Context: an optimization exercise on an open-source flow, tuned for small area, a short achievable clock period and few clock cycles. The choices shown serve that exercise and are no tape-out recipe.
In this exercise RTL edits were held to simulation tests only and were not proved equivalent to the original.
The flow treats the clock pin as an ideal source. Dropping or thinning the clock tree relies on that and would not hold on a real chip.
Power is estimated from default activity; no workload was simulated.

==> inputs of run B <==
==> flow/design.v (excerpt) <==
module gerenciador(
    input clk,
    input botao_rst,
    input [31:0] entrada,
    output [31:0] saida
    );
    wire reset = botao_rst | entrada[29];
    reg        rd;         
    reg        wack;       
    reg        rv;         
    reg [4:0]  cnt;        
    reg [7:0]  dout;       
    reg        phA, phB;   
    wire cap  = entrada[31] && !wack && !rd;           
    wire wend = wack && !entrada[31];                  
    wire rend = rv && entrada[30];                     
    wire last = rd ? (cnt == 5'd8) : (cnt == 5'd24);   
    wire [4:0] cnt_up = last ? 5'd0 : cnt + 5'd1;
    reg clr;
    always @(posedge clk)
        clr <= !rd && !wack && cnt == 5'd0;
    reg  [14:0] S;         
    reg  [14:3] C;         
    reg  [5:0]  U;         
    reg  [1:0]  q;         
    localparam [20:0] INIT = 21'h138C80;
    wire [7:0] res = U[5] ? 8'd0 : (|{U[4:0], S[14:8]}) ? 8'd255 : S[7:0];
    always @(posedge clk) begin
        if (reset) begin
            rd <= 1'b0; wack <= 1'b0; rv <= 1'b0;
            cnt <= 5'd0;
            phA <= 1'b0; phB <= 1'b0;
        end else begin
            phA <= cap;
            phB <= phA;
            wack <= entrada[31] && (wack || !rd);
            rv <= rd ? !entrada[30] : (wend && last);
            if (wend || rend) begin
                cnt <= cnt_up;
                if (last) rd <= !rd;
            end
        end
    end
    always @(posedge clk)
  ...
clock: 10.0 ns
lec_check: 0
cap_margin: 20
core_margin: 2
core_utilization: 40
slew_margin: 20
synth_hierarchical: 1
synth_minimum_keep_size: 0
standard.sh (not shown) runs the stock make flow with config.mk's settings and CLKGATE_MAP_FILE= SYNTH_SCRIPT=/design/flow/synth_recipe.tcl, a recipe that flattens the netlist after the stock synthesis.
==> flow/flow/run.sh <==
#!/bin/bash
# Standard synthesis and layout, with: timing repair aimed below the clock period, fast port
# buffers, one tie cell for the constant outputs, and a one-level clock tree (flow/clocktree.tcl)
# in place of clock_tree_synthesis. Each step's output goes to its own log in the work folder.
set -euo pipefail
bash standard.sh synth > synth.log 2>&1
export BUFFER_PORTS_ARGS="-buffer_cell sky130_fd_sc_hd__buf_2"
export SETUP_SLACK_MARGIN=7.27
export SKIP_REPAIR_TIE_FANOUT=1
export PRE_CTS_TCL="$PWD/flow/clocktree.tcl"
export CLK_NBUF=3
bash standard.sh finish > layout.log 2>&1
==> flow/flow/clocktree.tcl <==
# Clock tree of NBUF clock buffers, each driving the flip-flops of one vertical strip of the
# placement, all driven from the clock port. Replaces clock_tree_synthesis.
set nbuf [expr {[info exists ::env(CLK_NBUF)] ? $::env(CLK_NBUF) : 3}]
set bufcell [expr {[info exists ::env(CLK_BUF)] ? $::env(CLK_BUF) : "sky130_fd_sc_hd__clkbuf_16"}]
set block [ord::get_db_block]
set clknet [$block findNet clk]
set sinks {}
foreach it [$clknet getITerms] {
  set inst [$it getInst]
  set bb [$inst getBBox]
  lappend sinks [list [expr {([$bb xMin] + [$bb xMax]) / 2}] [expr {([$bb yMin] + [$bb yMax]) / 2}] $it]
}
set sinks [lsort -integer -index 0 $sinks]
set n [llength $sinks]
set master [[ord::get_db] findMaster $bufcell]
for {set b 0} {$b < $nbuf} {incr b} {
  set lo [expr {$b * $n / $nbuf}]
  set hi [expr {($b + 1) * $n / $nbuf - 1}]
  set grp [lrange $sinks $lo $hi]
  set sx 0; set sy 0
  foreach s $grp { incr sx [lindex $s 0]; incr sy [lindex $s 1] }
  set cx [expr {$sx / [llength $grp]}]
  set cy [expr {$sy / [llength $grp]}]
  set inst [odb::dbInst_create $block $master "clkbuf_leaf_$b"]
  set net [odb::dbNet_create $block "clknet_leaf_$b"]
  $net setSigType CLOCK
  foreach s $grp {
    set it [lindex $s 2]
    $it disconnect
    $it connect $net
  }
  [$inst findITerm A] connect $clknet
  [$inst findITerm X] connect $net
  $inst setLocation $cx $cy
  $inst setPlacementStatus PLACED
  puts "clock buffer $b: [llength $grp] sinks at $cx $cy"
}
proc clock_tree_synthesis {args} { puts "clock_tree_synthesis replaced by clocktree.tcl" }
==> inputs of run H, as changes to run B <==
--- a/flow/design.v
+++ b/flow/design.v
@@ -43,15 +43,14 @@
     end
     always @(posedge clk)
         dout <= (rd && cnt == 5'd4) ? res : 8'd0;
     reg [7:0] p;           
     reg [3:0] kA;          
     reg [3:0] kodd;        
-    wire load = !wack && !rd;
     always @(posedge clk) begin
-        if (load) begin
+        if (cap) begin
             p <= entrada[7:0];
             kodd <= {entrada[15], entrada[13], entrada[11], entrada[9]};
         end
         kA <= {entrada[14], entrada[12], entrada[10], entrada[8]} & {4{cap}};
     end
     wire [2:0] kB = kodd[2:0] & {3{phB}};
==> flow/flow/run.sh (replaced) <==
#!/bin/bash
# Standard synthesis and layout, with: timing repair aimed below the clock period, fast port
# buffers, one tie cell for the constant outputs, and a one-level clock tree (flow/clocktree.tcl)
# in place of clock_tree_synthesis. Each step's output goes to its own log in the work folder.
set -euo pipefail
bash standard.sh synth > synth.log 2>&1
export BUFFER_PORTS_ARGS="-buffer_cell sky130_fd_sc_hd__buf_2"
export SETUP_SLACK_MARGIN=7
export SKIP_REPAIR_TIE_FANOUT=1
export PRE_CTS_TCL="$PWD/flow/clocktree.tcl"
export CLK_NBUF=3
bash standard.sh finish > layout.log 2>&1
==> comparison table <==
                                                                                                       run B                    run H
Result of the run                                                                    complete, no violations  complete, no violations
Resized cells post-CTS                                                                                     6                        0
Power density over cell area                                                                      131 nW/µm²               130 nW/µm²
Clock transition time at the flip-flop clock pins of the worst setup and hold paths                  0.09 ns                  0.08 ns
Netlist Area Pre-Place                                                                              3760 µm²                 3770 µm²
Worst vdd rail ir drop                                                                              0.108 mV                 0.122 mV
WP data arrival                                                                                      2.73 ns                  2.83 ns
Die span in y                                                                                         101 µm                   101 µm
Share of total power in sequential cells                                                               63.3%                    64.1%
Wire length of the first global-routing pass                                                         11.0 mm                  10.3 mm
Source of the worst register-to-register timing path                                                     clr                      phB
Total power                                                                                           513 µW                   502 µW
Area grow syn2layout                                                                                   4.19%                    2.69%
Total of fill cells in the finished design                                                               878                      896
Die ar.                                                                                            10200 µm²                10200 µm²
Multi-input gate area                                                                               1950 µm²                 1940 µm²
Post-synthesis adder-cell area fraction                                                                26.0%                    25.9%
Share of synthesized area spent on multiplexers                                                       0.266%                   0.266%
Final Hold Slack                                                                                    0.434 ns                 0.435 ns
Worst-case clock skew                                                                             0.00609 ns               0.00726 ns
Routed length per instance                                                                           14.8 µm                  14.0 µm
Power drawn by the sequential cells                                                                   325 µW                   322 µW
Testbench counts of run B, summed over its fixed seeds: cycles 13,056.
Testbench counts of run H, summed over its fixed seeds: cycles 13,056.
In every run of this note, the design's own scripts or RTL, not TritonCTS, make the clock network.

-- port drivers added, routing unchanged --
Ports are ideal in the flow. The routed layouts listed here were re-timed in OpenROAD. Step 1 assumes that a clkbuf_16 drives the clock port and a buf_2 every other input. Step 2, shift: input delay + t, output delay - t, t = (earliest + latest rising clock arrival at the registers) / 2. This alone moves slack from input paths to output paths. Slacks: no drivers / after step 1 / after step 2; pairs: no drivers / after step 1.
| run | t, ns | setup slack, ns | cell pins on the clock port's net |
|---|---|---|---|
| run B | 0.216 | 7.321 / 7.265 / 7.125 | 3 |
| run H | 0.213 | 7.214 / 7.195 / 7.045 | 3 |
After both steps every run listed still meets setup and hold. The setup slack of run B, which loses most, moves by -0.056 ns with the drivers and by -0.196 ns with both steps.
